Context: an optimization exercise on an open-source flow, tuned for small area, a short achievable clock period and few clock cycles per item. The choices shown serve that exercise and are no tape-out recipe.
Function was checked by simulation only, so behaviour that the tests miss may differ from the original.
Power and IR drop assume default switching activity.

## JK
==> flow/design.v (excerpt) <==
module JAM (
input CLK,
input RST,
output reg [2:0] W,
output reg [2:0] J,
input [6:0] Cost,
output [3:0] MatchCount,
output reg [9:0] MinCost,
output reg Valid );
localparam K_NONE = 3'd0, K_CR = 3'd1, K_INIT = 3'd2, K_H = 3'd3, K_SCAN = 3'd4, K_EXT = 3'd5;
localparam S_CR = 0, S_WCR = 1, S_INIT = 2, S_WROW = 3, S_HB = 4, S_SCAN = 5,
           S_EXT = 6, S_WEXT = 7, S_RY = 8, S_RYW = 9, S_RYW2 = 10, S_DONE = 11;
function [3:0] mul16;
    input [3:0] a, b;
    reg [7:0] t;
    begin
        t = a * b;
        mul16 = t[3:0];
    end
endfunction
function [7:0] lowbit;
    input [7:0] x;
    integer m;
    reg seen;
    begin
        seen = 1'b0;
        for (m = 0; m < 8; m = m + 1) begin
            lowbit[m] = x[m] & ~seen;
            seen = seen | x[m];
        end
    end
endfunction
function [2:0] low3;
    input [7:0] x;
    integer m;
    begin
        low3 = 3'd0;
        for (m = 7; m >= 0; m = m - 1)
            if (x[m]) low3 = m;
    end
endfunction
reg [11:0] st;
reg [2:0] ak;           
reg       afirst, alast;
reg [7:0] off;          
reg [9:0] corr;         
reg       fsc;          
reg [2:0] bk;           
reg       ev;           
reg       accf, dfd;    
reg [7:0] rowasg;       
reg       aug_on;
reg       s1v;
reg [7:0] vo;           
reg [2:0] bi, bj;
reg       bfirst, blast;
reg [8:0] cs;           
reg [7:0] dA, dB;       
reg [7:0] v [0:7];      
reg [7:0] d [0:7];      
reg [2:0] prow [0:7];   
reg [7:0] pval;         
reg [2:0] way [0:7];    
reg [7:0] wset;         
reg [7:0] ready;
reg [7:0] rv; reg rtb; reg [2:0] rj; reg [7:0] rmask; reg [3:0] rcnt;
reg [7:0] mu; reg [2:0] jst; reg jst_m;
reg [2:0] cbj;           
reg       fresh;        
reg [2:0] row_cur, aug_row, aug_j;
reg [7:0] pend;
reg [7:0] Fm;           
reg [3:0] rs [0:7];     
reg [7:0] Gp, Xg, B, cr, cu;
reg       fin, par;
reg [3:0] racc;
assign MatchCount = racc;
  ...
Settings: LEC_CHECK=0, CAP_MARGIN=20, CORE_MARGIN=2, CORE_UTILIZATION=60, SETUP_SLACK_MARGIN=2.0, SLEW_MARGIN=20; clock period 5.0 ns.
run.sh (not shown) runs the stock make flow with config.mk's settings and CLKGATE_MAP_FILE= SYNTH_SCRIPT=/design/flow/synth_recipe.tcl, a recipe that flattens the netlist after the stock synthesis.
Testbench counts of JK, summed over its fixed seeds: cycles 5,819, items 24.
> inputs changed (JK -> MS)
- changing CORE_UTILIZATION from 60 to 70
- changing SETUP_SLACK_MARGIN from 2.0 to 2.15
[summary]
- Est. power | MS vs JK | MS lower
- As far as footprint of the flip-flops and latches is concerned, JK and MS perform about the same.
- Delta (MS minus JK): setup slack increased 100 ps; clock skew increased 4.5 ps.
- When MS is set beside JK, its share of the final layout cell area in multi-input gates turns out to be 0.90 points larger.
- In the metrics for MS and JK, the one carrying the higher cell area is MS.
- MS: met1 usage in global routing is 8.0 points higher than what JK reported.
- MS — routed wire length 3100 um higher, JK as reference
What AL does differently from MS at the input level:
- changing SETUP_SLACK_MARGIN from 2.15 to 2.2
- changing CORE_UTILIZATION from 70 to 80
==> comparison <==
- What ended AL was a tool error in 5_1_grt; the run never finished.
- MS → AL: number of clock buffers inserted by TritonCTS went down; total setup buffers inserted after CTS went up.
- [AL vs MS] final weighted congestion in routability-driven placement: lower in AL
- Between AL and MS, it is AL whose number of placed cells counting well taps is lower, by 2.2%.
- Compared with MS, in AL worst slack at placement rose by 86 ps; area after synthesis stayed essentially flat; sequential share of the synthesized area stayed essentially flat; floorplan die height fell by 6.3%; starting density of the core rose by 10 points.
- Of AL and MS, the lower detailed placer's ending HPWL belongs to MS.
Inputs modified between AL and TR:
- swapping 2.2 for 2.1 in SETUP_SLACK_MARGIN
- swapping 80 for 70 in CORE_UTILIZATION
==> comparison <==
In the tables for AL and TR, die boundary width reads higher with TR. Vertical die dimension (TR vs. AL) increases by a few percent. Diff AL -> TR | final HPWL from detailed placement | down by a few percent. Any difference in synthesized cell count between AL and TR is small enough to ignore. Between TR and AL, it is TR whose minimum setup slack after placement is higher, by 5.0 ps. AL → TR: number of distinct library cells after synthesis shows no meaningful change; instance area at placement shows no meaningful change. Going from AL to TR, placed instance count picked up an extra 75, total of cells resized after clock tree synthesis saw a decrease, starting density of the core lost 10 points. TR: all stages complete, timing, DRC and antenna checks passed. AL got as far as 5_1_grt, where a tool error ended the run.

JAM, a different RTL version from the one above (not shown whole).
Size: about 2700 cells after synthesis, roughly 470 flip-flops.
Settings: LEC_CHECK=0, CAP_MARGIN=20, CORE_MARGIN=2, CORE_UTILIZATION=60, SETUP_SLACK_MARGIN=1.5, SLEW_MARGIN=20; clock period 5.0 ns.
The starting point completed with no timing, DRC or antenna violations.
Testbench counts at the start, summed over its fixed seeds: cycles 5,898, items 24.
Change:
--- a/flow/config.mk
+++ b/flow/config.mk
@@ -10,2 +10 @@
-export CORE_UTILIZATION = 60
-export SETUP_SLACK_MARGIN = 1.5
+export CORE_UTILIZATION = 40
Outcome: Power went up by a few percent. Global-route usage decreases by 11 points. Non-clock buffer count falls by 25. Hold slack gets worse by 0.0051 ns. Synthesized area does not change. Die area rose by well over a third. Cell area is lower slightly. Synthesized cell count stays the same. Worst setup slack got worse by 0.47 ns. Routed wire length went down by a few percent. Sequential share of layout area is higher by 0.31 points.

Setup of build 20:
RTL: one of the versions met above, not the one the previous note started from.
Size in the first run: about 500 flip-flops, about 28,000 um2 of cells after synthesis.
==> flow/design.v (excerpt) <==
module JAM (
input CLK,
input RST,
output reg [2:0] W,
output reg [2:0] J,
input [6:0] Cost,
output [3:0] MatchCount,
output reg [9:0] MinCost,
output reg Valid );
==> flow/config.mk <==
export PLATFORM = sky130hd
export DESIGN_NAME = JAM
export DESIGN_NICKNAME = JAM
export VERILOG_FILES = /design/flow/design.v
export SDC_FILE = /design/flow/constraint.sdc
export NUM_CORES = 4
export LEC_CHECK = 0
export CAP_MARGIN = 20
export CORE_MARGIN = 2
export CORE_UTILIZATION = 70
export SETUP_SLACK_MARGIN = 2.6
export SLEW_MARGIN = 20
==> flow/constraint.sdc <==
create_clock -name core_clock -period 5.0 [get_ports {CLK}]
set_input_delay 1.0000 -clock core_clock [delete_from_list [all_inputs] [get_ports {CLK}]]
set_output_delay 1.0000 -clock core_clock [all_outputs]
set_load 0.01 [all_outputs]
Build 20 has completed all stages; timing, DRC and antenna checks passed.
Testbench counts of build 20, summed over its fixed seeds: cycles 5,819, items 24.
Input-level comparison between build 32 and build 20:
Settings: putting TNS_END_PERCENT at 10 where nothing was set; swapping 2.6 for 2.4 in SETUP_SLACK_MARGIN.
[summary]
Build 32 — data arrival time at the worst-slack endpoint 100 ps lower, build 20 as reference
Diff build 20 -> build 32: via count lost 2,471, power after layout fell by about 2.5%.
Number of design rule violations left after detail routing came out exactly the same in build 20 and build 32.
For hold slack, build 32 and build 20 come out practically identical.
Setup changes, build 32 to build 80
Settings: removing TNS_END_PERCENT (formerly 10); setting ABC_AREA to 1 for the first time; changing SETUP_SLACK_MARGIN from 2.4 to 2.0.
Notes after the runs:
- Higher synthesized cell count goes to build 80 over build 32.
- Build 32 → build 80: number of gates resized after cts dropped about 40%; number of antenna violations at the first check in global routing dropped 1.
- Overall routed net length (lower): build 80
- Relative to build 32, the average wire per standard cell of build 80 is lower by 3.3 um.
- Build 32 → build 80: number of iterations in the first detailed-routing pass rose by 1, length of routed met2 wiring fell by 6.3%, sequential cell area share rose by 0.83 points.

[what the ideal ports hide]
How much do the figures lean on ideal ports? The routed layouts below were timed once more, with nothing changed but the port constraints. Step 1 sets driving cells, clkbuf_16 on the clock port and buf_2 on the other inputs (assumed; they add their load-dependent delay and slew). Step 2 moves the port delays by t, midway between the first and last clock arrival at a register: inputs arrive t later, outputs are due t later. That takes back most of the time a late clock gives input paths. Slacks: ideal / step 1 / step 2; pairs: ideal / step 1.
run | shift t [ns] | setup slack, ns | worst setup path at the end
JK | 0.663 | 1.978 / 1.978 / 1.513 | input to register
MS | 0.671 | 2.081 / 2.081 / 1.592 | input to register
TR | 0.670 | 2.085 / 2.085 / 1.547 | input to register
the first run of note 2 | 0.657 | 1.421 / 1.421 / 1.288 | input to register
the second run of note 2 | 0.678 | 0.949 / 0.949 / 0.949 | register to register
build 20 | 0.681 | 1.863 / 1.863 / 1.638 | input to register
build 32 | 0.654 | 2.072 / 2.061 / 1.658 | input to register
build 80 | 0.658 | 1.930 / 1.930 / 1.486 | input to register
After both steps setup and hold are still met in every run listed. The setup slack of TR, which loses most, moves by 0.000 ns with the drivers and by -0.538 ns with both steps.
